From an optimization exercise on the open Yosys and OpenROAD flow, aimed at small area and a short achievable clock period; shortcuts taken in it are not production practice. RTL that was checked went through simulation tests only; none was proved equivalent to the original. The RTL of runs 1 and 2 was laid out without a check of its function. In runs 4 to 8 the design's own scripts or RTL, not TritonCTS, make the clock network. No driver is modelled on the clock port, so clock power and skew are understated where the tree is cut down; a real chip needs a root buffer or a tree. No activity file was given, so power comes from the tool's default toggle rates.

## flow/design.v

```verilog
`timescale 1ns/1ps
module fifo_sync #(
     parameter Depth = 64,
     parameter Width = 8)
    (input clk,
     input  resetn,
     input [Width-1:0] data_in,
     input wr_en, rd_en,
     output [Width-1:0] data_out,
     output empty, full);
     reg  [7:0] ta;
     reg  [6:0] tb;
     reg        nempty;       
     reg        empty_r;      
     reg        full_r;       
     wire do_read  = rd_en & nempty;
     wire do_write = wr_en & ~ta[7];
     wire up   = do_write & ~do_read;
     wire down = do_read & ~do_write;
     always @(posedge clk or negedge resetn)
        if (!resetn) begin
           ta      <= 8'b0;
           tb      <= 7'b0;
           nempty  <= 1'b0;
           empty_r <= 1'b1;
           full_r  <= 1'b0;
        end else if (up) begin
           if (tb[6]) begin                  
              tb <= 7'b0;
              ta <= {ta[6:0], 1'b1};
           end else
              tb <= {tb[5:0], 1'b1};
           nempty  <= 1'b1;
           empty_r <= 1'b0;
           full_r  <= ta[6] & tb[6];         
        end else if (down) begin
           if (!tb[0]) begin                 
              tb <= 7'b1111111;
              ta <= {1'b0, ta[7:1]};
           end else
              tb <= {1'b0, tb[6:1]};
           nempty  <= ta[0] | tb[1];         
           empty_r <= ~(ta[0] | tb[1]);
           full_r  <= 1'b0;
        end
     assign empty = empty_r;
     assign full  = full_r;
     wire [Depth:0] valid;
     genvar i;
     generate
        for (i = 0; i < Depth; i = i + 1) begin : dec
           wire a_gt  = ta[i / 8];
           wire a_ge  = (i / 8 == 0) ? 1'b1 : ta[(i / 8 + 7) % 8];
           wire b_gt  = (i % 8 == 7) ? 1'b0 : tb[i % 8 % 7];
           assign valid[i] = a_gt | (a_ge & b_gt);
        end
     endgenerate
     assign valid[Depth] = 1'b0;
     reg  [Width-1:0] mem [0:Depth-1];
     generate
        for (i = 0; i < Depth; i = i + 1) begin : ent
           wire hold  = ~do_read & valid[i];
           wire shift =  do_read & valid[i+1];
           wire load  = ~(hold | shift);
           wire [Width-1:0] next = (i + 1 < Depth) ? mem[(i + 1) % Depth] : {Width{1'b0}};
           wire [Width-1:0] d;
           fifo_sel #(.Width(Width)) sel (
              .hold(hold), .shift(shift), .load(load),
              .cur(mem[i]), .nxt(next), .din(data_in), .d(d));
           always @(posedge clk)
              mem[i] <= d;
        end
     endgenerate
     assign data_out = mem[0];
endmodule
module fifo_sel #(
     parameter Width = 8)
    (input hold, shift, load,
     input [Width-1:0] cur, nxt, din,
     output [Width-1:0] d);
     assign d = ({Width{hold}}  & cur)
              | ({Width{shift}} & nxt)
              | ({Width{load}}  & din);
endmodule
```

## flow/run.sh

```bash
#!/bin/bash
# synth_recipe.tcl (not shown) runs the flow's synth.tcl, then flattens the netlist and writes it again
# the make line also repeats each setting of config.mk as NAME=value (left out here)
make -C /OpenROAD-flow-scripts/flow DESIGN_CONFIG=/design/flow/config.mk WORK_HOME=/design/flow/orfs CLKGATE_MAP_FILE= SYNTH_SCRIPT=/design/flow/synth_recipe.tcl finish
```

## flow/config.mk

```make
export PLATFORM = sky130hd
export DESIGN_NAME = fifo_sync
export DESIGN_NICKNAME = fifo_sync
export VERILOG_FILES = /design/flow/design.v
export SDC_FILE = /design/flow/constraint.sdc
export NUM_CORES = 4
export LEC_CHECK = 0
export CAP_MARGIN = 20
export CORE_MARGIN = 2
export CORE_UTILIZATION = 55
export CTS_CLUSTER_DIAMETER = 100
export CTS_CLUSTER_SIZE = 30
export SETUP_SLACK_MARGIN = 2.2
export SLEW_MARGIN = 20
export SYNTH_HIERARCHICAL = 1
export SYNTH_MINIMUM_KEEP_SIZE = 0
```

## flow/constraint.sdc

```tcl
create_clock -name core_clock -period 4.0 [get_ports {clk}]
set_input_delay 0.8000 -clock core_clock [delete_from_list [all_inputs] [get_ports {clk}]]
set_output_delay 0.8000 -clock core_clock [all_outputs]
set_load 0.01 [all_outputs]
```

==> results.txt, run 1 <==
outcome=timing/DRC/antenna clean; Critical Path, Cell by Cell=buf_6; CTS Buf Count=21; Post-Syn Area=20,310 µm²; H-tree level count=1; Slew Limit Headroom=0.2757; Area contributors post-synth=dfxtp_1 50%, a222oi_1 25%, inv_1 9.6%, clkbuf_2 3.2%, a21oi_1 2.5%; grt ovf=0; Tightest Pin Transition=1086 ps; multi-input logic area=7890 µm²; Post-Syn Instances=2,072; post-synth top area share=0.5046; Avg Inst Size Synth=9.803 µm²; GR Util All Layers=0.2811; DRT iter0 DRCs=3,080; Arr. time, crit path=1290 ps; Placeable Area=36,520 µm²; via count=16,940; Hold Path Class=reg2reg; Final period util=0.5230; CTS max path bufs=3; post-synthesis cell type count=35; final WL=56.57 mm; Synth Register Bits=530; Clock Skew=26.84 ps; crit-path leading delay family=flip-flops; initial core utilization=0.5561; WP data required=3200 ps; clock transition at the registers of the reported paths=120 ps; # port buffers=21; final worst path period need=2092 ps; DIE AREA=38,480 µm²; fmax=0.4780 GHz; Boundary Pins=22; pwr/cell area=938.1 nW/µm²; critical path fanouts, max=2; CP max-delay cell=dfstp_2; Worst Setup Start Kind=flop; total clock sinks=530; worst vdd ir=0.0005386 V; CTS tree=done; drt pass-1 iters=13; DIE WIDTH=196.2 µm; utilization after layout=0.6298; vias in the first global route=15,780; ANT nets after route=0; most area-hungry cell type in the Yosys netlist=dfxtp_1; Yosys warning total=9; initial antenna violation count=0; WHS=467.1 ps; max_cap viols=0; largest net degree at the start of global routing=42; HPWL after detailed placement=35.44 mm; Hold Vio Cnt, Final=0; routed len/inst=22.63 µm; ant diodes=0; # setup viols final=0; Setup Crit Path Kind=reg2out; CP peak stage delay=610 ps; Final TNS setup=0 ps; CTS root buffer=clkbuf_16; layout net count=2,043; share of cells above drive strength 1=0.1791; DR vias/cell=6.776; P_leak=10.93 nW; Slew Limit Fails=0; WP buf/inv=1; worst-skew pair later-pin latency=570 ps; # hold bufs at CTS=0; RSZ-0062 raised after global routing=true; DRC Markers=0; Layout area overhead=13.24%; Crit. End Element=primary output; first-pass GRT wire length=88.46 mm; routability cong.=0.8043; FILL cells=3,016; post-synthesis sequential area ratio=0.5269; FF+latch area=10,730 µm²; Die Y-Extent=196.2 µm; # rows=70
-- metal layers --
| layer | share of wire | track usage |
|---|---|---|
| met2 | 0.47 | 0.4700 |
| met4 | 0.026 | 0.07716 |
| met5 | 0 | 0 |
| met1 | 0.43 | 0.3887 |
| met3 | 0.074 | 0.02957 |
-- worst paths after layout --
path                             from  slack, ps          to  cells after the start
min reg2reg                mem[43][6]        470  mem[42][6]                      2
max in group asynchronous      resetn       2600       tb[1]                      1
max                           empty_r       1910       empty                      1
min                        mem[43][6]        470  mem[42][6]                      2
max reg2reg                    nempty       2100  mem[57][6]                      7
min in group asynchronous      resetn        730       ta[7]                      1
-- state kept, by name, indices dropped and copies added (netlist names) --
| signal | flops |
|---|---|
| mem | 512 |
| ta | 8 |
| tb | 7 |
| empty_r | 1 |
| full_r | 1 |
| nempty | 1 |
-- what timing repair did --
item,CTS,global route
setup buffers,29,26
pin swaps,16,177
resized for setup,252,138
setup endpoints to repair,540,508
gates cloned,4,6
-- cell usage after synthesis --
cell type	n
a21oi_1	101
nor2_1	133
dfxtp_1	512
inv_1	517
nor4b_1	1
nand2_1	4
buf_1	2
mux2_4	4
buf_6	2
ha_1	1
nand3_1	8
o211ai_1	1
mux2_2	2
inv_2	2
clkbuf_1	42
nand2b_1	4
conb_1	1
and2_1	8
a2111oi_4	1
o31a_1	1
o21ai_1	1
a31oi_1	17
a222oi_1	512
dfrtp_1	17
a21oi_2	7
and3_1	9
buf_2	14
nor2b_1	1
o21ai_0	8
mux2i_1	1
clkbuf_2	128
o22ai_1	4
nand4b_1	4
dfstp_2	1
a21o_1	1
-- where the power goes --
part / switching, mW / internal, mW / leakage (nW)
clock network: 1.59 / 0.971 / 0.268
registers: 1.64 / 7.96 / 4.50
logic: 5.40 / 4.02 / 6.17
total: 8.63 / 12.9 / 10.9
-- cells by family (layout without fill, tap and decap cells) --
| logic type | Yosys count | count (layout) | share of synthesized area |
|---|---|---|---|
| AO/OA/AOI/OAI | 654 | 654 | 0.2914 |
| adder cells (fa/ha/maj) | 1 | 1 | 0.0006159 |
| buffers and inverters | 707 | 656 | 0.1401 |
| flip-flops | 530 | 530 | 0.5269 |
| multiplexers | 7 | 7 | 0.004558 |
| other | 1 | 9 | 0.0001846 |
| AND/OR/NAND/NOR | 172 | 175 | 0.03622 |
-- placed cells by master, fill, tap and decap left out, drive strengths merged --
cell type / instances
nand2: 4
nand2b: 4
conb: 9
nor2b: 1
ha: 1
nor2: 133
a31oi: 17
and3: 9
dfrtp: 17
clkbuf: 30
a21o: 1
a2111oi: 1
nor4b: 1
o211ai: 1
dlygate4sd2: 1
a21oi: 108
dfxtp: 512
clkdlybuf4s50: 1
o22ai: 4
dfstp: 1
mux2: 6
mux2i: 1
buf: 102
and2: 11
inv: 521
o21ai: 9
a222oi: 512
o31a: 1
nand4b: 4
nand3: 8
clkinvlp: 1
-- through the flow --
stage               area (µm²)  total power, mW  instances  setup slack (ps)
finish                   23000            21.58       2500              1908
global route             23000            23.02       2500              1891
CTS                      22160            20.84       2468              1889
detailed placement       20470            17.24       2410             384.2
global placement         20470            16.95       2410             275.3
floorplan                20560            15.49       2080              1453
-- cell type report --
class / instances / area share
clock buffer: 24 / 0.02334
clock inverter: 1 / 0.0004896
inverter: 519 / 0.08573
multi-input combinational: 846 / 0.3430
sequential: 530 / 0.4667
tap: 468 / 0.02546
timing repair buffer: 110 / 0.05451
timing repair inverter: 2 / 0.0007616
==> run 2: changes to the inputs <==
--- a/flow/design.v
+++ b/flow/design.v
@@ -12,5 +12,4 @@
      reg  [6:0] tb;
      reg        nempty;       
-     reg        empty_r;      
      reg        full_r;       
      wire do_read  = rd_en & nempty;
@@ -23,5 +22,4 @@
            tb      <= 7'b0;
            nempty  <= 1'b0;
-           empty_r <= 1'b1;
            full_r  <= 1'b0;
         end else if (up) begin
@@ -32,5 +30,4 @@
               tb <= {tb[5:0], 1'b1};
            nempty  <= 1'b1;
-           empty_r <= 1'b0;
            full_r  <= ta[6] & tb[6];         
         end else if (down) begin
@@ -41,8 +38,7 @@
               tb <= {1'b0, tb[6:1]};
            nempty  <= ta[0] | tb[1];         
-           empty_r <= ~(ta[0] | tb[1]);
            full_r  <= 1'b0;
         end
-     assign empty = empty_r;
+     assign empty = ~nempty;
      assign full  = full_r;
      wire [Depth:0] valid;
@@ -60,7 +56,7 @@
      generate
         for (i = 0; i < Depth; i = i + 1) begin : ent
-           wire hold  = ~do_read & valid[i];
-           wire shift =  do_read & valid[i+1];
-           wire load  = ~(hold | shift);
+           wire hold  = ~rd_en & valid[i];
+           wire shift =  rd_en & valid[i+1];
+           wire load  =  rd_en ? ~valid[i+1] : ~valid[i];
            wire [Width-1:0] next = (i + 1 < Depth) ? mem[(i + 1) % Depth] : {Width{1'b0}};
            wire [Width-1:0] d;
--- a/flow/config.mk
+++ b/flow/config.mk
@@ -8,5 +8,5 @@
 export CAP_MARGIN = 20
 export CORE_MARGIN = 2
-export CORE_UTILIZATION = 55
+export CORE_UTILIZATION = 40
 export CTS_CLUSTER_DIAMETER = 100
 export CTS_CLUSTER_SIZE = 30
==> results.txt, run 2 <==
outcome=timing/DRC/antenna clean; R2R cell count=7; max_cap viols=0; Final period util=0.4885; initial core utilization=0.4036; commonest non-fill, non-tap cell in the layout=inv_1; DIE WIDTH=228.3 µm; max reg flops=512; DRC Markers=0; worst setup path end=empty; WP data required=3200 ps; HPWL after detailed placement=32.84 mm; # port buffers=21; ANT nets after route=0; Slew Limit Headroom=0.3079; most numerous cell in the Yosys netlist=inv_1; H-tree level count=1; CTS max path bufs=3; worst vdd ir=0.0003441 V; Hold Path Class=reg2reg; reg2reg end=mem[15][2]; Overall Power=19.67 mW; Critical Path, Cell by Cell=inv_2 -> buf_6; RSZ-0062 raised after global routing=true; Tightest Pin Transition=1038 ps; fraction of registers with async set/reset=0.03214; WP buf/inv=2; first-pass GRT wire length=82.37 mm; # rows=82; Biggest register=mem; biggest regs=mem (512), ta (8), tb (7); Post-Syn Area=20,120 µm²; fmax=0.5118 GHz; largest net degree at the start of global routing=65; Yosys warning total=9; share of cells above drive strength 1=0.2031; Clock Skew=28.38 ps; Final TNS setup=0 ps; critical path fanouts, max=2; flop2flop setup slack=2190 ps; Max Used Layer=met4; Crit. End Element=primary output; Avg Inst Size Synth=9.918 µm²; Post-synth top flop=dfxtp_1; post-route design area=23,310 µm²; post-synth top area share=0.5094; DIE AREA=52,120 µm²; CTS Buf Count=21; GR Util All Layers=0.1881; layout net count=2,013; DRT iter0 DRCs=2,933; worst-skew pair later-pin latency=580 ps; Synth Register Bits=529; post-synthesis cell type count=29; final worst path period need=1954 ps; Hold Vio Cnt, Final=0; WHS=475.8 ps; ant diodes=0; P_leak=11.17 nW; CP Depth=2; CTS tree=done; CP max-delay cell=dfrtp_1; Critical Path Start=nempty; Worst Setup Start Kind=flop; Slew Limit Fails=0; grt ovf=0; post-synthesis sequential area ratio=0.5305; number of synthesized flops with an enable pin=0; Placeable Area=49,860 µm²; Layout area overhead=15.86%; final WL=52.35 mm; Area contributors post-synth=dfxtp_1 51%, a222oi_1 25%, inv_1 9.6%, clkbuf_2 3.2%, nor2_1 2.4%; Die Y-Extent=228.3 µm; initial antenna violation count=0; routed len/inst=19.56 µm; DR vias/cell=6.068; FF+latch area=10,740 µm²; pwr/cell area=843.7 nW/µm²; # setup viols final=0; via count=16,240; most area-hungry cell type in the Yosys netlist=dfxtp_1; met3 WL=3.194 mm; HP Start=mem[15][6]; Arr. time, crit path=1150 ps; multi-input logic area=8185 µm²; vias in the first global route=15,230; total clock sinks=529; Area after DPL=21,040 µm²; Detail Route met2 WL=24.85 mm; CTS root buffer=clkbuf_16; Setup Crit Path Kind=reg2out; commonest cells after routing, fill and taps aside=515 x inv_1, 512 x a222oi_1, 504 x dfxtp_1; Boundary Pins=22; most instantiated cells after synthesis=516 x inv_1, 512 x a222oi_1, 512 x dfxtp_1, 128 x clkbuf_2, 127 x nor2_1; crit-path leading delay family=flip-flops; Critical R2R Launch=ta[2]; CP peak stage delay=410 ps; routability cong.=0.7807; clock transition at the registers of the reported paths=120 ps; FILL cells=4,645; Met1 Wirelength=23.53 mm; Post-Syn Instances=2,029; drt pass-1 iters=14
[run 2: changes by cell type in the layout (fill, tap and decap cells not counted), moves of 24 or more]
cell,delta
a21oi_1,-30
a21oi_4,-41
buf_4,+25
nor2_1,-24
nor2_2,-50
nor2_4,+69
nor2b_4,+56
[run 2: worst min path at each step]
stage | cells past startpoint | end | slack [ps]
5_1_grt | 2 | mem[58][6] | 500
2_1_floorplan | 2 | mem[22][6] | 440
6_report | 2 | mem[14][6] | 480
3_3_place_gp | 2 | mem[28][6] | 450
3_5_place_dp | 2 | mem[0][6] | 460
4_1_cts | 2 | mem[0][6] | 480
[run 2: power breakdown]
part / switching, mW / total (mW) / internal [mW]
clock: 1.60 / 2.71 / 1.10
sequential: 1.95 / 9.77 / 7.82
combinational: 4.05 / 7.20 / 3.15
[run 2: repair_timing]
item / 4_1_cts / 5_1_grt
cloned: 1 / 3
pin swaps: 0 / 7
buffers inserted: 13 / 48
endpoints found under the setup margin: 539 / 461
gates resized for setup: 226 / 137
hold buffers: 0 / 0
[run 2: worst min-delay path, cell delays in order, from the launching register on]
cell and delay (ps):
dfxtp_1 350, a222oi_1 70, inv_1 50
[run 2: kinds of logic (layout without fill, tap and decap cells)]
family          count (synthesis)  in the layout  share of synthesized area
simple gates                  222            225                    0.05204
compound gates                579            579                     0.2730
other cells                     1              9                  0.0001864
fa+ha+maj                       2              2                   0.001243
mux                            12             12                   0.006653
flops                         529            529                     0.5305
buf+inv                       684            648                     0.1364
[run 2: routing by layer]
layer,up-vias,track usage
li1,7585,-
met1,8057,0.2612
met2,550,0.3144
met3,45,0.02158
met4,0,0.04187
met5,-,0
[run 2: final cells by class]
class,count,area share
clock buffer,24,0.02302
clock inverter,4,0.003166
tap,672,0.03607
multi-input combinational,827,0.3511
inverter,516,0.08308
sequential,529,0.4607
timing repair buffer,104,0.04283
[run 2: through the flow]
| stage | util | setup WS (ps) | std cells |
|---|---|---|---|
| after floorplan | - | 1812 | 2037 |
| after global placement | 0.4219 | 981.6 | 2583 |
| after detailed placement | 0.4219 | 935.4 | 2583 |
| after CTS | 0.4468 | 2020 | 2625 |
| after global routing | 0.4676 | 2002 | 2676 |
| final | 0.4676 | 2046 | 2676 |
==> run 3: changes to the inputs <==
--- a/flow/design.v
+++ b/flow/design.v
@@ -42,5 +42,5 @@
      assign empty = ~nempty;
      assign full  = full_r;
-     wire [Depth:0] valid;
+     wire [Depth:0] vn;
      genvar i;
      generate
@@ -49,15 +49,24 @@
            wire a_ge  = (i / 8 == 0) ? 1'b1 : ta[(i / 8 + 7) % 8];
            wire b_gt  = (i % 8 == 7) ? 1'b0 : tb[i % 8 % 7];
-           assign valid[i] = a_gt | (a_ge & b_gt);
+           assign vn[i] = ~(a_gt | (a_ge & b_gt));
         end
      endgenerate
-     assign valid[Depth] = 1'b0;
+     assign vn[Depth] = 1'b1;
+     wire rd_n = ~rd_en;
      reg  [Width-1:0] mem [0:Depth-1];
      generate
         for (i = 0; i < Depth; i = i + 1) begin : ent
-           wire hold  = ~rd_en & valid[i];
-           wire shift =  rd_en & valid[i+1];
-           wire load  =  rd_en ? ~valid[i+1] : ~valid[i];
-           wire [Width-1:0] next = (i + 1 < Depth) ? mem[(i + 1) % Depth] : {Width{1'b0}};
+           wire hold, shift, load;
+           wire [Width-1:0] next;
+           fifo_nor2 h (.a(rd_en), .b(vn[i]), .y(hold));
+           if (i + 1 < Depth) begin : mid
+              fifo_nor2 s (.a(rd_n), .b(vn[i+1]), .y(shift));
+              fifo_mux  l (.s(rd_en), .a(vn[i]), .b(vn[i+1]), .y(load));
+              assign next = mem[(i + 1) % Depth];
+           end else begin : last
+              assign shift = 1'b0;
+              assign load  = rd_en | vn[i];
+              assign next  = {Width{1'b0}};
+           end
            wire [Width-1:0] d;
            fifo_sel #(.Width(Width)) sel (
@@ -79,2 +88,8 @@
               | ({Width{load}}  & din);
 endmodule
+module fifo_nor2 (input a, b, output y);
+     assign y = ~(a | b);
+endmodule
+module fifo_mux (input s, a, b, output y);
+     assign y = s ? b : a;
+endmodule
--- a/flow/config.mk
+++ b/flow/config.mk
@@ -8,8 +8,8 @@
 export CAP_MARGIN = 20
 export CORE_MARGIN = 2
-export CORE_UTILIZATION = 40
+export CORE_UTILIZATION = 55
 export CTS_CLUSTER_DIAMETER = 100
-export CTS_CLUSTER_SIZE = 30
-export SETUP_SLACK_MARGIN = 2.2
+export CTS_CLUSTER_SIZE = 25
+export SETUP_SLACK_MARGIN = 2.3
 export SLEW_MARGIN = 20
 export SYNTH_HIERARCHICAL = 1
==> results.txt, run 3 <==
total clock sinks=529; DRC Markers=0; WHS=467.4 ps; DIE WIDTH=197.5 µm; Tightest Pin Transition=967.5 ps; max_cap viols=0; fmax=0.5083 GHz; Synth Register Bits=529; worst vdd ir=0.0004742 V; HP Start=mem[51][6]; internal cell power=13.18 mW; via count=16,700; Final period util=0.4918; routed len/inst=22.34 µm; fraction of registers with async set/reset=0.03214; ant diodes=0; Crit. End Element=primary output; # setup viols final=0; CTS root buffer=clkbuf_16; most area-hungry cell type in the Yosys netlist=dfxtp_1; HPWL after detailed placement=33.76 mm; routability cong.=0.7681; GR Util All Layers=0.2631; largest net degree at the start of global routing=65; WP data required=3200 ps; combinational power share=0.423; share of cells above drive strength 1=0.2043; Arr. time, crit path=1170 ps; Slew Limit Fails=0; Post-synth top flop=dfxtp_1; CP max-delay cell=dfrtp_1; Placeable Area=36,790 µm²; Clock Skew=27.05 ps; drt pass-1 iters=14; Biggest register=mem; Slew Limit Headroom=0.3550; Final TNS setup=0 ps; P_leak=11.47 nW; Avg Inst Size Synth=10.19 µm²; Yosys warning total=9; DRT iter0 DRCs=2,965; post-synthesis sequential area ratio=0.5182; sequential share of power=0.447; # rows=70; Setup Crit Path Kind=reg2out; post-synthesis cell type count=25; initial antenna violation count=0; biggest regs=mem (512), ta (8), tb (7); commonest cells after routing, fill and taps aside=518 x inv_1, 512 x a222oi_1, 504 x dfxtp_1; grt ovf=0; # hold bufs at CTS=0; Hold Vio Cnt, Final=0; Post-Syn Instances=2,021; Critical R2R Launch=ta[5]; DIE AREA=39,020 µm²; outcome=timing/DRC/antenna clean; sw power=8.358 mW; flop2flop setup slack=2290 ps; RSZ-0062 raised after global routing=true; CTS Buf Count=25; Worst Setup Start Kind=flop; max reg flops=512; Boundary Pins=22; # port buffers=21; CTS tree=done; initial core utilization=0.5601; switching share of power=0.3881; reg2reg end=mem[40][4]; Hold Path Class=reg2reg; CP peak stage delay=400 ps; clock transition at the registers of the reported paths=100 ps; CTS max path bufs=3; commonest non-fill, non-tap cell in the layout=inv_1; Hold EP=mem[50][6]; H-tree level count=1; final worst path period need=1967 ps; vias in the first global route=15,440; ANT nets after route=0; most numerous cell in the Yosys netlist=inv_1; DR vias/cell=6.697; layout net count=2,038; pwr/cell area=916.9 nW/µm²; first-pass GRT wire length=83.87 mm; Post-Syn Area=20,600 µm²; critical path fanouts, max=2; worst-skew pair later-pin latency=580 ps; number of synthesized flops with an enable pin=0; final WL=55.73 mm; Die Y-Extent=197.5 µm; Critical Path, Cell by Cell=inv_2 -> buf_6; Hold Path Depth=2; Clk pwr share=0.130; Area contributors post-synth=dfxtp_1 50%, a222oi_1 25%, inv_1 9.5%, mux2_4 4.6%, clkbuf_2 3.1%; Layout area overhead=14.02%; most instantiated cells after synthesis=523 x inv_1, 512 x a222oi_1, 512 x dfxtp_1, 136 x nor2_1, 128 x clkbuf_2; post-synth top area share=0.4975; R2R cell count=5
[run 3: cell types whose count changed in the layout (fill, tap and decap cells not counted), sizes merged, moves of 4 or more]
| cell | before | now |
|---|---|---|
| clkinvlp | 0 | 4 |
| and2 | 8 | 0 |
| nor2b | 71 | 7 |
| clkbuf | 27 | 33 |
| mux2 | 11 | 63 |
| mux2i | 1 | 14 |
| buf | 98 | 114 |
| nor2 | 128 | 136 |
[run 3: cell families after synthesis]
| group | count (synthesis) | synth area share |
|---|---|---|
| buf+inv | 676 | 0.1311 |
| compound gates | 577 | 0.2661 |
| flops | 529 | 0.5182 |
| simple gates | 159 | 0.03055 |
| mux | 77 | 0.05271 |
| fa+ha+maj | 2 | 0.001214 |
| other cells | 1 | 0.0001820 |
[run 3: power groups by stage]
stage,Sequential (mW),Clock [mW],Combinational (mW)
3_5_place_dp,9.96,0,6.80
3_3_place_gp,9.95,0,6.54
6_report,9.63,2.79,9.12
2_1_floorplan,8.92,0,6.14
5_1_grt,9.88,3.06,10.0
4_1_cts,10.0,2.87,7.10
[run 3: through the flow]
stage	utilization	power (mW)	std cells	cell area [µm²]	setup WS, ps
floorplan	-	15.06	2029	20700	1999
global placement	0.5669	16.49	2381	20850	1445
detailed placement	0.5669	16.77	2381	20850	1381
CTS	0.5980	19.99	2420	22000	2000
global route	0.6386	22.96	2494	23490	1980
finish	0.6386	21.54	2494	23490	2033
[run 3: critical path: cells and delay by family, from the launching register on]
family | cells | cell delay (ps)
DFF | 1 | 400
buffers and inverters | 2 | 190
[run 3: cell type report]
class | count | area, µm²
repair buffers | 121 | 1361
well taps | 468 | 585.6
flip-flops and latches | 529 | 10740
inverters | 523 | 1978
clock buffers | 28 | 636.9
clock inverters | 1 | 30.03
fillers | 2967 | 13290
multi-input cells | 824 | 8158
[run 3: how the worst max path moves through the flow]
stage / from / to / slack, ps / depth (start not counted)
2_1_floorplan: rd_en / mem[63][6] / 2000 / 5
3_3_place_gp: rd_en / mem[5][2] / 1440 / 6
3_5_place_dp: rd_en / mem[50][5] / 1380 / 6
4_1_cts: nempty / empty / 2000 / 2
5_1_grt: nempty / empty / 1980 / 2
6_report: nempty / empty / 2030 / 2
[run 3: repair_timing]
item / in CTS / in global routing
buffers inserted: 9 / 71
pin swaps: 2 / 51
gates resized for setup: 171 / 168
gates cloned: 1 / 3
endpoints found under the hold margin: 0 / 0
endpoints found under the setup margin: 535 / 490
[run 3: layer usage]
metal | share of wire | GRT usage | up-vias
met5 | 0 | 0 | -
met4 | 0.020 | 0.06015 | 0
met3 | 0.072 | 0.03073 | 71
met2 | 0.47 | 0.4412 | 681
met1 | 0.44 | 0.3648 | 8252
li1 | - | - | 7698
[run 3: per-module statistics from Yosys (local to each module, per instance), excerpt]
module | times used | cells inside | cell area, µm² | flops+latches
fifo_sync | 1 | 679 | 11490 | 529
fifo_mux | 63 | 1 | 15.01 | 0
fifo_nor2 | 127 | 1 | 3.754 | 0
==> run 4: changes to the inputs <==
==> flow/flow/run.sh (new file) <==
#!/bin/bash
# The standard ORFS flow (standard.sh), except that the clock tree is built by
# flow/cts_hook.tcl: a two-level tree of root buffers (up to 4 on the clock
# port) feeding leaf buffers at the centres of balanced groups of flip-flops.
set -euo pipefail
here=$(pwd)
export PRE_CTS_TCL=$here/flow/cts_hook.tcl
export MYCTS_LEAVES=${MYCTS_LEAVES:-21}
export MYCTS_ROOTS=${MYCTS_ROOTS:-4}
bash standard.sh finish > "$here/orfs_make.log" 2>&1 || { tail -n 50 "$here/orfs_make.log"; exit 1; }
tail -n 5 "$here/orfs_make.log"
==> flow/flow/cts_hook.tcl (new file) <==
# PRE_CTS_TCL hook: build the clock tree by hand (see mycts.tcl) and make
# the clock_tree_synthesis call that cts.tcl makes next do nothing, so the
# rest of cts.tcl (legalisation, timing repair) runs on this tree.
source [file join [file dirname [info script]] mycts.tcl]
mycts_build $::env(MYCTS_LEAVES) $::env(MYCTS_ROOTS) \
  sky130_fd_sc_hd__clkbuf_16 sky130_fd_sc_hd__clkbuf_16
rename clock_tree_synthesis orfs_clock_tree_synthesis
proc clock_tree_synthesis { args } {
  puts "clock tree built by flow/cts_hook.tcl; TritonCTS not run"
  set_propagated_clock [all_clocks]
}
==> flow/flow/mycts.tcl (new file) <==
# Two-level clock tree built by hand: root buffer(s) at the middle of the
# sinks, each driving leaf buffers placed at the centres of balanced groups of
# flip-flops (groups made by recursive bisection, so the leaves carry nearly
# equal loads and the registers' clock arrivals stay balanced).
proc mycts_split {pts k} {
  # pts: list of {x y item}; returns a list of k groups
  if {$k <= 1} { return [list $pts] }
  set xs {}; set ys {}
  foreach p $pts { lappend xs [lindex $p 0]; lappend ys [lindex $p 1] }
  set xs [lsort -integer $xs]; set ys [lsort -integer $ys]
  set w [expr {[lindex $xs end] - [lindex $xs 0]}]
  set h [expr {[lindex $ys end] - [lindex $ys 0]}]
  set axis [expr {$w >= $h ? 0 : 1}]
  set sorted [lsort -integer -index $axis $pts]
  set k1 [expr {$k / 2}]
  set n1 [expr {int(round(double([llength $pts]) * $k1 / $k))}]
  return [concat [mycts_split [lrange $sorted 0 [expr {$n1 - 1}]] $k1] \
                 [mycts_split [lrange $sorted $n1 end] [expr {$k - $k1}]]]
}
proc mycts_centre {pts} {
  set sx 0; set sy 0
  foreach p $pts { set sx [expr {$sx + [lindex $p 0]}]; set sy [expr {$sy + [lindex $p 1]}] }
  set n [llength $pts]
  return [list [expr {$sx / $n}] [expr {$sy / $n}]]
}
proc mycts_build {nleaf nroot leafcell rootcell} {
  set block [ord::get_db_block]
  set db [ord::get_db]
  set clknet [$block findNet clk]
  set leaf_m [$db findMaster $leafcell]
  set root_m [$db findMaster $rootcell]
  set pts {}
  foreach it [$clknet getITerms] {
    set bb [[$it getInst] getBBox]
    lappend pts [list [expr {([$bb xMin] + [$bb xMax]) / 2}] [expr {([$bb yMin] + [$bb yMax]) / 2}] $it]
  }
  puts "mycts: [llength $pts] sinks, $nleaf leaves, $nroot roots"
  set groups [mycts_split $pts $nleaf]
  set leaves {}
  set li 0
  foreach g $groups {
    lassign [mycts_centre $g] cx cy
    set inst [odb::dbInst_create $block $leaf_m "clkbuf_leaf_$li"]
    $inst setLocation [expr {$cx - [$leaf_m getWidth] / 2}] [expr {$cy - [$leaf_m getHeight] / 2}]
    $inst setPlacementStatus PLACED
    set net [odb::dbNet_create $block "clknet_leaf_$li"]
    $net setSigType CLOCK
    [$inst findITerm X] connect $net
    foreach p $g {
      set it [lindex $p 2]
      $it disconnect
      $it connect $net
    }
    lappend leaves [list $cx $cy $inst]
    incr li
  }
  set rgroups [mycts_split $leaves $nroot]
  set ri 0
  foreach g $rgroups {
    lassign [mycts_centre $g] cx cy
    set inst [odb::dbInst_create $block $root_m "clkbuf_root_$ri"]
    $inst setLocation [expr {$cx - [$root_m getWidth] / 2}] [expr {$cy - [$root_m getHeight] / 2}]
    $inst setPlacementStatus PLACED
    [$inst findITerm A] connect $clknet
    set net [odb::dbNet_create $block "clknet_root_$ri"]
    $net setSigType CLOCK
    [$inst findITerm X] connect $net
    foreach p $g { [[lindex $p 2] findITerm A] connect $net }
    incr ri
  }
  $clknet setSigType CLOCK
}
==> flow/standard.sh (new file) <==
#!/bin/bash
# synth_recipe.tcl (not shown) runs the flow's synth.tcl, then flattens the netlist and writes it again
# the make line also repeats each setting of config.mk as NAME=value (left out here)
make -C /OpenROAD-flow-scripts/flow DESIGN_CONFIG=/design/flow/config.mk WORK_HOME=/design/flow/orfs CLKGATE_MAP_FILE= SYNTH_SCRIPT=/design/flow/synth_recipe.tcl "${@:-finish}"
--- a/flow/config.mk
+++ b/flow/config.mk
@@ -9,7 +9,5 @@
 export CORE_MARGIN = 2
 export CORE_UTILIZATION = 55
-export CTS_CLUSTER_DIAMETER = 100
-export CTS_CLUSTER_SIZE = 25
-export SETUP_SLACK_MARGIN = 2.3
+export SETUP_SLACK_MARGIN = 2.4
 export SLEW_MARGIN = 20
 export SYNTH_HIERARCHICAL = 1
removed: flow/run.sh
==> results.txt, run 4 <==
Post-Syn Instances=2,021; worst setup path end=empty; compound-cell area share of the yosys netlist=0.2661; max_cap viols=0; most area-hungry cell type in the Yosys netlist=dfxtp_1; vias in the first global route=16,310; post-synthesis sequential area ratio=0.5182; Die Y-Extent=197.5 µm; DR vias/cell=6.738; commonest cells after routing, fill and taps aside=516 x inv_1, 512 x a222oi_1, 504 x dfxtp_1; flop2flop setup slack=2240 ps; Biggest register=mem; first-pass GRT wire length=93.43 mm; CP max-delay cell=dfrtp_1; Area contributors post-synth=dfxtp_1 50%, a222oi_1 25%, inv_1 9.5%, mux2_4 4.6%, clkbuf_2 3.1%; # port buffers=21; Tightest Pin Transition=878.6 ps; biggest regs=mem (512), ta (8), tb (7); Worst Setup Start Kind=flop; final worst path period need=1775 ps; drt pass-1 iters=14; # rows=70; pwr/cell area=896.2 nW/µm²; worst vdd ir=0.0005559 V; DRT iter0 DRCs=3,203; pre-CTS setup slack=1366 ps; initial antenna violation count=1; critical path fanouts, max=2; # hold bufs at CTS=0; Critical R2R Launch=ta[2]; mux contribution to synthesized area=0.05271; Slew Limit Fails=0; Post-Syn Area=20,600 µm²; simple logic cell fraction of the synthesized area=0.03055; max reg flops=512; P_leak=12.23 nW; Yosys warning total=9; DIE WIDTH=197.5 µm; DRC Markers=0; final WL=60.59 mm; layout net count=2,127; Hold Vio Cnt, Final=0; Post-Layout Cell Count=2,579; routability cong.=0.7674; Final period util=0.4437; via count=17,380; WP data required=3200 ps; fmax=0.5635 GHz; Crit. End Element=primary output; clock transition at the registers of the reported paths=100 ps; Slew Limit Headroom=0.4133; CP peak stage delay=410 ps; Setup Crit Path Kind=reg2out; Synth Register Bits=529; Avg Inst Size Synth=10.19 µm²; Final TNS setup=0 ps; most numerous cell in the Yosys netlist=inv_1; GR Util All Layers=0.2993; Setup WS post-layout=2225 ps; Arr. time, crit path=970 ps; most instantiated cells after synthesis=523 x inv_1, 512 x a222oi_1, 512 x dfxtp_1, 136 x nor2_1, 128 x clkbuf_2; largest family of logic cells by synthesized area=compound AO/OA/AOI/OAI gates; Boundary Pins=22; initial core utilization=0.5601; Layout area overhead=23.48%; Placeable Area=36,790 µm²; R2R cell count=6; outcome=timing/DRC/antenna clean; commonest non-fill, non-tap cell in the layout=inv_1; adder-cell area share of the yosys netlist=0.001215; reg2reg end=mem[27][4]; DIE AREA=39,020 µm²; Post-Place Cells=2,380; Post-synth top flop=dfxtp_1; routed len/inst=23.49 µm; Clock Skew=30.93 ps; Critical Path, Cell by Cell=inv_2 -> buf_6; area share of xor/xnor cells in the synthesized design=0; ant diodes=0; number of synthesized flops with an enable pin=0; largest net degree at the start of global routing=65; post-synth top area share=0.4975; fraction of registers with async set/reset=0.03214; Hold Path Class=reg2reg; post-synthesis cell type count=25; RSZ-0062 raised after global routing=true; FILL cells=2,741; share of cells above drive strength 1=0.2468; worst-skew pair later-pin latency=370 ps; HPWL after detailed placement=33.31 mm; grt ovf=0; ANT nets after route=0; Critical Path Start=nempty; # setup viols final=0; utilization after layout=0.6916
-- run 4: metrics by stage --
stage | cell area (µm²) | hold WS, ps | power, mW
6_report | 25440 | 474.6 | 22.80
4_1_cts | 24610 | 464.0 | 21.99
3_5_place_dp | 20850 | 458.4 | 16.79
3_3_place_gp | 20830 | 448.4 | 16.52
5_1_grt | 25440 | 498.8 | 24.23
2_1_floorplan | 20720 | 435.3 | 15.08
-- run 4: kinds of logic after synthesis --
logic type,after synthesis
flops,529
mux,77
compound gates,577
simple gates,159
buf+inv,676
fa+ha+maj,2
other cells,1
-- run 4: where the power goes --
group | internal [mW] | total, mW | switching, mW
clock network | 1.13 | 2.71 | 1.57
logic | 4.84 | 10.4 | 5.51
registers | 7.94 | 9.74 | 1.81
-- run 4: worst min path at each step --
stage                    start          to  depth (start not counted)
detailed placement  mem[57][6]  mem[56][6]                          2
global route        mem[49][6]  mem[48][6]                          2
floorplan            mem[1][6]   mem[0][6]                          2
global placement    mem[10][6]   mem[9][6]                          2
CTS                 mem[57][6]  mem[56][6]                          2
finish              mem[36][6]  mem[35][6]                          2
-- run 4: layout make-up --
cell class                 count  area (µm²)  area share
buffer                        25       625.6     0.02459
inverter                     523        1986     0.07805
multi-input combinational    824        8787      0.3454
sequential                   529       10740      0.4221
tap                          468       585.6     0.02302
timing repair buffer         210        2716      0.1068
-- run 4: metal layers --
metal  GRT usage  part of all wire
met5           0           0.00012
met3     0.04627             0.090
met1      0.4114              0.42
met4     0.07240             0.023
met2      0.4954              0.47
-- run 4: repair_timing --
| action | in CTS | in global routing |
|---|---|---|
| gates cloned | 15 | 4 |
| resized for setup | 469 | 98 |
| setup endpoints to repair | 539 | 543 |
| pin swaps | 132 | 167 |
| setup buffers | 124 | 31 |
-- run 4: Yosys stat by module, one instance, submodules excluded, excerpt --
module	copies in the design	flip-flops and latches	area, µm²	cells
fifo_sync	1	529	11490	679
fifo_mux	63	0	15.01	1
fifo_nor2	127	0	3.754	1
-- run 4: critical path, delay by kind of cell (launching register included) --
family | cells | cell delay (ps)
buffers and inverters | 2 | 200
flip-flops | 1 | 410
==> run 5: changes to the inputs <==
--- a/flow/config.mk
+++ b/flow/config.mk
@@ -9,6 +9,7 @@
 export CORE_MARGIN = 2
 export CORE_UTILIZATION = 55
-export SETUP_SLACK_MARGIN = 2.4
+export SETUP_SLACK_MARGIN = 2.25
 export SLEW_MARGIN = 20
 export SYNTH_HIERARCHICAL = 1
 export SYNTH_MINIMUM_KEEP_SIZE = 0
+export TNS_END_PERCENT = 10
==> results.txt, run 5 <==
post-synth top area share=0.4975; post-route design area=22,350 µm²; grt ovf=0; flop2flop setup slack=2180 ps; Post-Syn Area=20,600 µm²; largest net degree at the start of global routing=65; first-pass GRT wire length=84.22 mm; post-synthesis sequential area ratio=0.5182; DR vias/cell=6.668; critical path fanouts, max=8; Final period util=0.4538; Overall Power=20.10 mW; Detail Route met2 WL=25.09 mm; Setup Crit Path Kind=reg2reg; ANT nets after route=0; simple logic cell fraction of the synthesized area=0.03055; via count=16,250; Hold Vio Cnt, Final=0; Final TNS setup=0 ps; met3 WL=4.005 mm; DIE AREA=39,020 µm²; Critical R2R Launch=ta[6]; Crit. End Element=flop; worst-skew pair later-pin latency=360 ps; FILL cells=3,167; biggest regs=mem (512), ta (8), tb (7); Clock Skew=33.10 ps; initial core utilization=0.5601; Post-Layout Cell Count=2,437; fmax=0.5509 GHz; share of cells above drive strength 1=0.1305; Post-Place Cells=2,377; RSZ-0062 raised after global routing=true; Tightest Pin Transition=972.3 ps; Hold EP=mem[27][6]; area share of xor/xnor cells in the synthesized design=0; # rows=70; ant diodes=0; HPWL after detailed placement=33.51 mm; outcome=timing/DRC/antenna clean; # setup viols final=0; DRT iter0 DRCs=3,042; most instantiated cells after synthesis=523 x inv_1, 512 x a222oi_1, 512 x dfxtp_1, 136 x nor2_1, 128 x clkbuf_2; Slew Limit Fails=0; Boundary Pins=22; vias in the first global route=15,000; Avg Inst Size Synth=10.19 µm²; Layout area overhead=8.472%; max_cap viols=0; most area-hungry cell type in the Yosys netlist=dfxtp_1; Post-synth top flop=dfxtp_1; Slew Limit Headroom=0.3518; HP Start=mem[28][6]; Area after DPL=20,790 µm²; worst vdd ir=0.0004738 V; max reg flops=512; number of synthesized flops with an enable pin=0; commonest non-fill, non-tap cell in the layout=inv_1; Biggest register=mem; Arr. time, crit path=2070 ps; DRC Markers=0; GR Util All Layers=0.2660; fraction of registers with async set/reset=0.03214; clock transition at the registers of the reported paths=100 ps; final worst path period need=1815 ps; Synth Register Bits=529; R2R cell count=5; routed len/inst=22.28 µm; Post-Syn Instances=2,021; Max Used Layer=met4; initial antenna violation count=0; drt pass-1 iters=11; Yosys warning total=9; # hold bufs at CTS=0; Area contributors post-synth=dfxtp_1 50%, a222oi_1 25%, inv_1 9.5%, mux2_4 4.6%, clkbuf_2 3.1%; compound-cell area share of the yosys netlist=0.2661; commonest cells after routing, fill and taps aside=521 x inv_1, 512 x a222oi_1, 512 x dfxtp_1; # port buffers=21; WP data required=4250 ps; most numerous cell in the Yosys netlist=inv_1; final WL=54.29 mm; DIE WIDTH=197.5 µm; Placeable Area=36,790 µm²; Worst Setup Start Kind=flop; pwr/cell area=899.5 nW/µm²; P_leak=11.12 nW; Critical Path Start=ta[6]; routability cong.=0.7480; largest family of logic cells by synthesized area=compound AO/OA/AOI/OAI gates; mux contribution to synthesized area=0.05271; Die Y-Extent=197.5 µm; layout net count=1,985; reg2reg end=mem[50][2]; post-synthesis cell type count=25; Met1 Wirelength=24.26 mm; Hold Path Class=reg2reg; adder-cell area share of the yosys netlist=0.001215; Hold Path Depth=2
-- run 5: cell counts after synthesis --
Identical to the previous run, type by type.
-- run 5: Yosys stat by module, one instance, submodules excluded, a selection --
module | flip-flops and latches | times used
fifo_mux | 0 | 63
fifo_nor2 | 0 | 127
fifo_sync | 529 | 1
-- run 5: worst max-delay path: stages (launching register included) --
cell	delay, ps
dfrtp_4	540
buf_2	190
a21oi_1	280
nor2_1	230
a222oi_1	390
inv_1	70
-- run 5: power breakdown --
part	total, mW	internal [mW]	switching [mW]
Combinational	7.47	3.34	4.13
Clock	2.68	1.13	1.54
Sequential	9.96	7.92	2.03
-- run 5: what timing repair did --
action                                  in CTS  in global routing
gates resized for setup                     95                 79
buffers inserted                             9                 20
endpoints found under the setup margin     539                510
pin swaps                                    3                  5
gates cloned                                 4                  2
-- run 5: cell type report --
| class | count | area [µm²] | area share |
|---|---|---|---|
| Buffer | 25 | 625.6 | 0.02799 |
| Timing Repair Buffer | 68 | 834.6 | 0.03734 |
| Tap cell | 468 | 585.6 | 0.02620 |
| Multi-Input combinational cell | 824 | 7606 | 0.3404 |
| Inverter | 523 | 1967 | 0.08801 |
| Sequential cell | 529 | 10730 | 0.4801 |
-- run 5: cells by family (layout without fill, tap and decap cells) --
| kind of cell | count (synthesis) | after routing |
|---|---|---|
| flops | 529 | 529 |
| fa+ha+maj | 2 | 2 |
| other cells | 1 | 9 |
| compound gates | 577 | 577 |
| mux | 77 | 77 |
| simple gates | 159 | 159 |
| buf+inv | 676 | 616 |
-- run 5: worst max-delay path by stage --
stage	endpoint	cells after the start	slack, ps
global route	mem[50][7]	5	2110
floorplan	mem[63][6]	5	2000
global placement	tb[5]	6	1100
finish	mem[50][2]	5	2180
CTS	mem[12][6]	4	2140
detailed placement	tb[2]	6	1050
-- run 5: routing by layer --
metal / GRT usage / vias up
met3: 0.02083 / 49
met4: 0.05514 / 0
li1: - / 7588
met2: 0.4330 / 658
met1: 0.3884 / 7954
met5: 0 / -
-- run 5: through the flow --
step                      setup WS, ps    util  hold slack (ps)
final                             2185  0.6075            472.5
after global routing              2112  0.6075            495.5
after CTS                         2140  0.5933            474.5
after detailed placement          1054  0.5653            455.0
after global placement            1097  0.5653            447.7
after floorplan                   1999       -            435.3
==> run 6: changes to the inputs <==
--- a/flow/design.v
+++ b/flow/design.v
@@ -62,5 +62,5 @@
            if (i + 1 < Depth) begin : mid
               fifo_nor2 s (.a(rd_n), .b(vn[i+1]), .y(shift));
-              fifo_mux  l (.s(rd_en), .a(vn[i]), .b(vn[i+1]), .y(load));
+              fifo_ao21 l (.a(rd_en), .b(vn[i+1]), .c(vn[i]), .y(load));
               assign next = mem[(i + 1) % Depth];
            end else begin : last
@@ -91,5 +91,5 @@
      assign y = ~(a | b);
 endmodule
-module fifo_mux (input s, a, b, output y);
-     assign y = s ? b : a;
+module fifo_ao21 (input a, b, c, output y);
+     assign y = (a & b) | c;
 endmodule
--- a/flow/config.mk
+++ b/flow/config.mk
@@ -9,5 +9,5 @@
 export CORE_MARGIN = 2
 export CORE_UTILIZATION = 55
-export SETUP_SLACK_MARGIN = 2.25
+export SETUP_SLACK_MARGIN = 2.2
 export SLEW_MARGIN = 20
 export SYNTH_HIERARCHICAL = 1
==> results.txt, run 6 <==
Setup Crit Path Kind=reg2out; Clock Skew=30.25 ps; largest family of logic cells by synthesized area=compound AO/OA/AOI/OAI gates; WP buf/inv=1; Final period util=0.5055; crit-path leading delay family=buffers and inverters; largest net degree at the start of global routing=65; DRC Markers=0; worst setup path end=data_out[5]; DR vias/cell=6.585; HPWL after detailed placement=32.46 mm; internal cell power=11.53 mW; # port buffers=21; sequential share of power=0.517; post-synthesis sequential area ratio=0.5303; outcome=timing/DRC/antenna clean; Area contributors post-synth=dfxtp_1 51%, a222oi_1 25%, inv_1 9.8%, clkbuf_2 3.2%, nor2_1 2.5%; Post-Layout Cell Count=2,422; area share of xor/xnor cells in the synthesized design=0; Final TNS setup=0 ps; # setup viols final=0; ant diodes=0; Arr. time, crit path=1220 ps; Layout area overhead=6.893%; grt met2 use=0.4377; combinational power share=0.340; Area after DPL=20,290 µm²; FILL cells=3,172; ANT nets after route=0; P_leak=10.61 nW; WP data required=3200 ps; Post-Syn Area=20,130 µm²; post-synthesis cell type count=25; Overall Power=18.57 mW; commonest non-fill, non-tap cell in the layout=inv_1; number of synthesized flops with an enable pin=0; Synth Register Bits=529; Tightest Pin Transition=903.5 ps; pwr/cell area=863.3 nW/µm²; WHS=471.0 ps; CP max-delay cell=clkdlybuf4s50_1; # hold bufs at CTS=0; Crit. End Element=primary output; Post-Place Cells=2,380; GR Util All Layers=0.2510; initial antenna violation count=0; Biggest register=mem; mux contribution to synthesized area=0.006962; Post-synth top flop=dfxtp_1; commonest cells after routing, fill and taps aside=521 x inv_1, 512 x a222oi_1, 512 x dfxtp_1; Placeable Area=36,350 µm²; fmax=0.4946 GHz; Avg Inst Size Synth=9.960 µm²; RSZ-0062 raised after global routing=true; clock transition at the registers of the reported paths=90 ps; DRT iter0 DRCs=2,928; max reg flops=512; post-route design area=21,520 µm²; initial core utilization=0.5538; CP Depth=1; Critical Path, Cell by Cell=clkdlybuf4s50_1; routed len/inst=20.91 µm; Critical Path Start=mem[0][5]; Yosys warning total=9; vias in the first global route=15,110; most area-hungry cell type in the Yosys netlist=dfxtp_1; Post-Syn Instances=2,021; DIE WIDTH=195.3 µm; GR Util met3=0.01589; most numerous cell in the Yosys netlist=inv_1; adder-cell area share of the yosys netlist=0.001243; drt pass-1 iters=13; CP peak stage delay=550 ps; # rows=70; Worst Setup Start Kind=flop; max_cap viols=0; simple logic cell fraction of the synthesized area=0.03127; most crowded layer after global routing=met2; Hold Vio Cnt, Final=0; final WL=50.66 mm; switching share of power=0.3792; final worst path period need=2022 ps; flop2flop setup slack=2160 ps; Die Y-Extent=195.3 µm; Hold Path Class=reg2reg; fraction of registers with async set/reset=0.03214; grt ovf=0; M1 GR Usage=0.3516; reg2reg end=mem[37][6]; Boundary Pins=22; Slew Limit Fails=0; worst vdd ir=0.0005173 V; compound-cell area share of the yosys netlist=0.2958; Clk pwr share=0.143; post-synth top area share=0.5092; Slew Limit Headroom=0.3977; routability cong.=0.7939; biggest regs=mem (512), ta (8), tb (7); DIE AREA=38,140 µm²; via count=15,950; share of cells above drive strength 1=0.08086; Critical R2R Launch=tb[5]; critical path fanouts, max=2; R2R cell count=4; most instantiated cells after synthesis=523 x inv_1, 512 x a222oi_1, 512 x dfxtp_1, 136 x nor2_1, 128 x clkbuf_2; sw power=7.044 mW; layout net count=1,970; worst-skew pair later-pin latency=360 ps; first-pass GRT wire length=80.23 mm; HP Start=mem[11][6]
[run 6: layout make-up]
cell class | instances | area [µm²] | area share
sequential | 529 | 10700 | 0.4974
inverter | 523 | 1967 | 0.09141
timing repair buffer | 53 | 555.5 | 0.02582
multi-input combinational | 824 | 7082 | 0.3291
tap | 468 | 585.6 | 0.02721
buffer | 25 | 625.6 | 0.02907
[run 6: kinds of logic (layout without fill, tap and decap cells)]
logic type               count (synthesis)  after routing
buffers and inverters                  676            601
AO/OA/AOI/OAI                          640            640
flip-flops                             529            529
AND/OR/NAND/NOR                        159            159
multiplexers                            14             14
adder cells (fa/ha/maj)                  2              2
other                                    1              9
[run 6: timing repair]
action | 4_1_cts | 5_1_grt
pin swaps | 3 | 7
endpoints found under the setup margin | 539 | 535
cloned | 0 | 4
resized for setup | 90 | 52
buffers inserted | 9 | 4
[run 6: Yosys stat by module, one instance, submodules excluded, excerpt]
| module | flops+latches | cell area [µm²] | copies in the design |
|---|---|---|---|
| fifo_nor2 | 0 | 3.754 | 127 |
| fifo_sync | 529 | 11490 | 1 |
| fifo_ao21 | 0 | 7.507 | 63 |
[run 6: tightest hold or removal path: stages (launching register included)]
cell	delay, ps
dfxtp_1	340
a222oi_1	60
inv_1	50
[run 6: worst min path at each step]
stage / to / cells past startpoint
floorplan: mem[0][6] / 2
global placement: mem[13][6] / 2
detailed placement: mem[10][6] / 2
CTS: mem[39][6] / 2
global route: mem[13][6] / 2
finish: mem[10][6] / 2
[run 6: power groups by stage]
stage	Clock (mW)	Sequential [mW]	Combinational [mW]
6_report	2.65	9.61	6.31
5_1_grt	2.92	9.87	7.16
4_1_cts	2.73	9.54	6.18
3_5_place_dp	0	9.64	6.00
3_3_place_gp	0	9.60	5.75
2_1_floorplan	0	8.69	5.43
[run 6: per-stage QoR]
stage	setup WS (ps)	util
4_1_cts	1958	0.5842
2_1_floorplan	1999	-
3_3_place_gp	1235	0.5582
5_1_grt	1929	0.5920
3_5_place_dp	1198	0.5582
6_report	1978	0.5920
[run 6: routing by layer]
| metal | vias to the layer above | part of all wire |
|---|---|---|
| li1 | 7553 | - |
| met2 | 558 | 0.48 |
| met4 | 0 | 0.013 |
| met1 | 7797 | 0.44 |
| met5 | - | 0 |
| met3 | 42 | 0.066 |
==> run 7: changes to the inputs <==
--- a/flow/config.mk
+++ b/flow/config.mk
@@ -9,7 +9,7 @@
 export CORE_MARGIN = 2
 export CORE_UTILIZATION = 55
-export SETUP_SLACK_MARGIN = 2.2
+export SETUP_SLACK_MARGIN = 2.3
 export SLEW_MARGIN = 20
 export SYNTH_HIERARCHICAL = 1
 export SYNTH_MINIMUM_KEEP_SIZE = 0
-export TNS_END_PERCENT = 10
+export TNS_END_PERCENT = 5
==> results.txt, run 7 <==
initial antenna violation count=0; Final TNS setup=0 ps; max_cap viols=0; Setup Crit Path Kind=in2reg; ANT nets after route=0; commonest non-fill, non-tap cell in the layout=inv_1; Critical Path, Cell by Cell=buf_16 -> nand2_4 -> ha_4 -> or2_4 -> a21oi_4 -> buf_12 -> mux2i_1; first-pass GRT wire length=80.70 mm; DIE WIDTH=195.3 µm; post-synthesis sequential area ratio=0.5303; Area contributors post-synth=dfxtp_1 51%, a222oi_1 25%, inv_1 9.8%, clkbuf_2 3.2%, nor2_1 2.5%; R2R cell count=4; DR vias/cell=6.640; commonest cells after routing, fill and taps aside=522 x inv_1, 512 x a222oi_1, 512 x dfxtp_1; pwr/cell area=872.2 nW/µm²; fmax=0.5536 GHz; HPWL after detailed placement=32.39 mm; Die Y-Extent=195.3 µm; largest net degree at the start of global routing=65; most instantiated cells after synthesis=523 x inv_1, 512 x a222oi_1, 512 x dfxtp_1, 136 x nor2_1, 128 x clkbuf_2; post-synthesis cell type count=25; # hold bufs at CTS=0; RSZ-0062 raised after global routing=true; drt pass-1 iters=11; FILL cells=3,084; clock transition at the registers of the reported paths=100 ps; final worst path period need=1806 ps; CP peak stage delay=250 ps; Setup WS post-layout=2194 ps; multi-input logic area=7407 µm²; via count=16,200; flop2flop setup slack=2270 ps; grt ovf=0; fraction of registers with async set/reset=0.03214; most numerous cell in the Yosys netlist=inv_1; worst vdd ir=0.0005804 V; Worst Setup Start Kind=input port; WP data required=4260 ps; Placeable Area=36,350 µm²; Hold Path Depth=2; Boundary Pins=22; # port buffers=21; Synth Register Bits=529; P_leak=10.74 nW; WP buf/inv=2; # setup viols final=0; Post-Syn Area=20,130 µm²; crit-path leading delay family=simple AND/OR/NAND/NOR gates; Yosys warning total=9; Crit. End Element=flop; DIE AREA=38,140 µm²; Clock Skew=39.36 ps; DRC Markers=0; critical path fanouts, max=14; share of cells above drive strength 1=0.1293; FF+latch area=10,730 µm²; initial core utilization=0.5538; Biggest register=mem; layout net count=1,988; pre-CTS setup slack=1088 ps; Avg Inst Size Synth=9.960 µm²; worst-skew pair later-pin latency=360 ps; routed len/inst=21.26 µm; Arr. time, crit path=2070 ps; DRT iter0 DRCs=2,862; final WL=51.87 mm; most area-hungry cell type in the Yosys netlist=dfxtp_1; Slew Limit Headroom=0.4025; Layout area overhead=9.678%; CP Depth=7; Slew Limit Fails=0; max reg flops=512; Final period util=0.4516; biggest regs=mem (512), ta (8), tb (7); routability cong.=0.7947; Tightest Pin Transition=896.2 ps; CP max-delay cell=or2_4; outcome=timing/DRC/antenna clean; Post-synth top flop=dfxtp_1; Post-Syn Instances=2,021; Hold Vio Cnt, Final=0; # rows=70; Hold Path Class=reg2reg; ant diodes=0; vias in the first global route=15,030; GR Util All Layers=0.2523; post-synth top area share=0.5092; number of synthesized flops with an enable pin=0
[run 7: cell counts after synthesis]
Identical to the previous run, type by type.
[run 7: logic make-up after synthesis]
| logic type | Yosys count | share of synthesized area |
|---|---|---|
| other | 1 | 0.0001863 |
| muxes | 14 | 0.006961 |
| and+or+nand+nor | 159 | 0.03127 |
| DFF | 529 | 0.5303 |
| AOI/OAI and AO/OA | 640 | 0.2958 |
| adders and majority gates | 2 | 0.001243 |
| buffers and inverters | 676 | 0.1342 |
[run 7: path summary, 6_finish.rpt]
path / start / to
min in group asynchronous: resetn / tb[4]
worst max register to register: tb[0] / mem[32][0]
worst max-delay path: rd_en / ta[4]
max in group asynchronous: resetn / ta[6]
worst min-delay path: mem[41][6] / mem[40][6]
worst min register to register: mem[41][6] / mem[40][6]
[run 7: metal layers]
layer,vias to the layer above,share of wire,GRT usage
li1,7586,-,-
met1,7984,0.45,0.3582
met2,583,0.47,0.4259
met3,48,0.064,0.01865
met4,0,0.017,0.04948
met5,-,0,0
[run 7: tightest hold or removal path, cell delays in order (launching register included)]
cell	delay [ps]
dfxtp_1	340
a222oi_1	60
inv_1	50
[run 7: modules after synthesis (local to each module, per instance), excerpt]
module	cells	copies in the design	flip-flops and latches	cell area [µm²]
fifo_ao21	1	63	0	7.507
fifo_nor2	1	127	0	3.754
fifo_sync	679	1	529	11490
[run 7: final cells by class]
cell class              count  share of cell area
flip-flops and latches    529              0.4861
multi-input cells         824              0.3355
plain buffers              25             0.02834
repair inverters            1           0.0003400
well taps                 468             0.02652
inverters                 523             0.08909
repair buffers             70             0.03412
[run 7: timing repair]
item,4_1_cts,5_1_grt
setup buffers,9,21
endpoints found under the setup margin,539,532
pin swaps,2,9
gates cloned,1,3
gates resized for setup,109,147
[run 7: power breakdown]
part	internal, mW	total [mW]	switching [mW]
Sequential	7.76	9.65	1.89
Clock	1.13	2.67	1.53
Combinational	2.95	6.94	3.99
Total	11.8	19.3	7.42
[run 7: stage by stage]
stage                     power, mW  cells  utilization  hold WS (ps)  instance area (µm²)
after CTS                     18.53   2416       0.5853         469.9                21270
after floorplan               14.12   2029            -         435.3                20170
final                         19.26   2440       0.6074         470.3                22080
after global placement        15.45   2381       0.5588         445.8                20310
after global routing          20.56   2440       0.6074         502.0                22080
after detailed placement      15.70   2381       0.5588         447.7                20310
==> run 8: changes to the inputs <==
--- a/flow/flow/run.sh
+++ b/flow/flow/run.sh
@@ -8,4 +8,6 @@
 export MYCTS_LEAVES=${MYCTS_LEAVES:-21}
 export MYCTS_ROOTS=${MYCTS_ROOTS:-4}
+# port buffers: a plain buffer rather than the delay cell ORFS picks by area
+export BUFFER_PORTS_ARGS="-buffer_cell sky130_fd_sc_hd__buf_4"
 bash standard.sh finish > "$here/orfs_make.log" 2>&1 || { tail -n 50 "$here/orfs_make.log"; exit 1; }
 tail -n 5 "$here/orfs_make.log"
--- a/flow/config.mk
+++ b/flow/config.mk
@@ -9,7 +9,6 @@
 export CORE_MARGIN = 2
 export CORE_UTILIZATION = 55
-export SETUP_SLACK_MARGIN = 2.3
+export SETUP_SLACK_MARGIN = 2.25
 export SLEW_MARGIN = 20
 export SYNTH_HIERARCHICAL = 1
 export SYNTH_MINIMUM_KEEP_SIZE = 0
-export TNS_END_PERCENT = 5
==> results.txt, run 8 <==
Slew Limit Fails=0; max reg flops=512; Post-Layout Cell Count=2,450; RSZ-0062 raised after global routing=true; grt ovf=0; R2R cell count=5; flop2flop setup slack=2270 ps; Hold Path Class=in2async; commonest cells after routing, fill and taps aside=520 x inv_1, 512 x a222oi_1, 512 x dfxtp_1; worst vdd ir=0.0005611 V; Final TNS setup=0 ps; Synth Register Bits=529; worst-skew pair later-pin latency=360 ps; fmax=0.5661 GHz; DRC Markers=0; biggest regs=mem (512), ta (8), tb (7); clock transition at the registers of the reported paths=100 ps; routed len/inst=21.54 µm; # rows=70; sw power=7.497 mW; most area-hungry cell type in the Yosys netlist=dfxtp_1; largest family of logic cells by synthesized area=compound AO/OA/AOI/OAI gates; P_leak=10.84 nW; internal cell power=12.03 mW; WP data required=4260 ps; post-synth top area share=0.5092; first-pass GRT wire length=81.28 mm; Post-Syn Area=20,130 µm²; area share of xor/xnor cells in the synthesized design=0; Slew Limit Headroom=0.3872; Placeable Area=36,350 µm²; Avg Inst Size Synth=9.960 µm²; ANT nets after route=0; DIE AREA=38,140 µm²; Arr. time, crit path=2030 ps; final WL=52.78 mm; switching share of power=0.3839; Boundary Pins=22; Layout area overhead=10.58%; DR vias/cell=6.655; Clk pwr share=0.137; Tightest Pin Transition=919.2 ps; post-synthesis cell type count=25; reg2reg end=mem[13][6]; Hold Vio Cnt, Final=0; post-synthesis sequential area ratio=0.5303; Post-Syn Instances=2,021; most numerous cell in the Yosys netlist=inv_1; final worst path period need=1767 ps; pwr/cell area=877.3 nW/µm²; largest net degree at the start of global routing=75; routability cong.=0.7576; Overall Power=19.53 mW; compound-cell area share of the yosys netlist=0.2958; Yosys warning total=9; outcome=timing/DRC/antenna clean; # setup viols final=0; simple logic cell fraction of the synthesized area=0.03127; Critical R2R Launch=ta[0]; Area contributors post-synth=dfxtp_1 51%, a222oi_1 25%, inv_1 9.8%, clkbuf_2 3.2%, nor2_1 2.5%; commonest non-fill, non-tap cell in the layout=inv_1; HPWL after detailed placement=30.74 mm; Clock Skew=31.69 ps; utilization after layout=0.6124; combinational power share=0.370; initial core utilization=0.5538; max_cap viols=0; fraction of registers with async set/reset=0.03214; Worst Setup Start Kind=input port; vias in the first global route=14,760; initial antenna violation count=0; # port buffers=21; Setup Crit Path Kind=in2reg; Crit. End Element=flop; adder-cell area share of the yosys netlist=0.001243; most instantiated cells after synthesis=523 x inv_1, 512 x a222oi_1, 512 x dfxtp_1, 136 x nor2_1, 128 x clkbuf_2; Post-synth top flop=dfxtp_1; Biggest register=mem; Post-Place Cells=2,368; share of cells above drive strength 1=0.1444; GR Util All Layers=0.2557; sequential share of power=0.493; critical path fanouts, max=7; DIE WIDTH=195.3 µm; layout net count=1,997; Final period util=0.4416; drt pass-1 iters=17; DRT iter0 DRCs=2,949; via count=16,300; number of synthesized flops with an enable pin=0; Die Y-Extent=195.3 µm; mux contribution to synthesized area=0.006962
## run 8: cell counts after synthesis
No cell type changed its count.
## run 8: layer usage
metal  vias to the layer above  wire length, µm  global-route usage
li1                       7623                -                   -
met1                      7991            23510              0.3777
met2                       647            24370              0.4224
met3                        43             4191             0.01710
met4                         0              711             0.03534
met5                         -                0                   0
## run 8: kinds of logic after synthesis
family,count (synthesis)
multiplexers,14
buffers and inverters,676
flip-flops,529
AND/OR/NAND/NOR,159
other,1
AO/OA/AOI/OAI,640
adder cells (fa/ha/maj),2
## run 8: worst max path at each step
stage                     start         end  slack [ps]
final                     rd_en       ta[6]        2230
after global routing      rd_en   mem[1][2]        2150
after CTS                 tb[6]  mem[30][0]        2220
after detailed placement  rd_en       ta[0]        1330
after global placement    rd_en       ta[1]        1370
after floorplan           rd_en  mem[63][6]        2000
## run 8: what timing repair did
item,4_1_cts,5_1_grt
endpoints found under the setup margin,530,423
hold buffers,0,0
pin swaps,1,19
gates resized for setup,113,121
cloned,3,1
setup buffers,9,43
endpoints found under the hold margin,0,0
## run 8: layout make-up
type | count | area, µm²
buffer | 25 | 625.6
inverter | 523 | 1971
multi-input combinational | 824 | 7456
fill | 3080 | 14090
sequential | 529 | 10730
tap | 468 | 585.6
timing repair buffer | 79 | 879.6
antenna | 1 | 2.502
timing repair inverter | 1 | 7.507
## run 8: worst max-delay path, stage by stage
cell     delay (ps)
buf_16          140
buf_16          140
nand2_8          60
ha_4            170
or2_4           240
a21oi_4         150
buf_6           140
mux2i_1         180
## run 8: Yosys stat by module (local to each module, per instance), excerpt
module,cells,flip-flops and latches,cell area [µm²]
fifo_ao21,1,0,7.507
fifo_nor2,1,0,3.754
fifo_sync,679,529,11490
## run 8: power by group through the flow
stage	registers (mW)	clock network, mW	logic [mW]
global route	9.85	2.94	8.05
detailed placement	9.68	0	5.97
finish	9.63	2.68	7.22
floorplan	8.71	0	5.42
CTS	9.66	2.75	6.19
global placement	9.64	0	5.74
## run 8: per-stage QoR
step | instance area (µm²) | hold slack, ps | setup WS (ps)
floorplan | 20210 | 435.3 | 1999
global placement | 20240 | 444.9 | 1370
detailed placement | 20240 | 448.1 | 1334
CTS | 21350 | 285.9 | 2219
global route | 22260 | 289.2 | 2145
finish | 22260 | 287.0 | 2233

==> static timing again, ports no longer ideal <==
Ports are ideal in the flow. The routed layouts listed here were re-timed in OpenROAD.
Step 1 (the two cells are an assumption about what drives the block):
set clk [get_ports {clk}]
set_driving_cell -lib_cell sky130_fd_sc_hd__clkbuf_16 $clk
set_driving_cell -lib_cell sky130_fd_sc_hd__buf_2 [delete_from_list [all_inputs] $clk]
Step 2 also shifts input and output timing later by t, the mid clock arrival at the registers, as if the neighbouring blocks saw the same clock.
a / b / c = ideal ports / drivers / drivers and shift; a / b = the first two.
| run | t, ns | slack for setup (ns) | worst setup path at the end | slew at the worst register clock pin (ns) |
|---|---|---|---|---|
| run 1 | 0.615 | 1.908 / 1.852 / 1.581 | input to register | 0.12 / 0.12 |
| run 2 | 0.627 | 2.046 / 1.986 / 1.502 | input to register | 0.12 / 0.12 |
| run 3 | 0.622 | 2.033 / 1.978 / 1.515 | input to register | 0.11 / 0.11 |
| run 4 | 0.472 | 2.225 / 1.980 / 1.509 | input to register | 0.10 / 0.10 |
| run 5 | 0.473 | 2.185 / 2.101 / 1.637 | input to register | 0.10 / 0.10 |
| run 6 | 0.461 | 1.978 / 1.861 / 1.659 | input to register | 0.10 / 0.10 |
| run 7 | 0.456 | 2.194 / 2.107 / 1.660 | input to register | 0.10 / 0.10 |
| run 8 | 0.462 | 2.233 / 2.119 / 1.768 | input to register | 0.10 / 0.10 |
After both steps setup and hold are still met in every run listed. For run 4, which loses most, drivers alone change the setup slack by -0.245 ns; drivers and shift together by -0.716 ns.
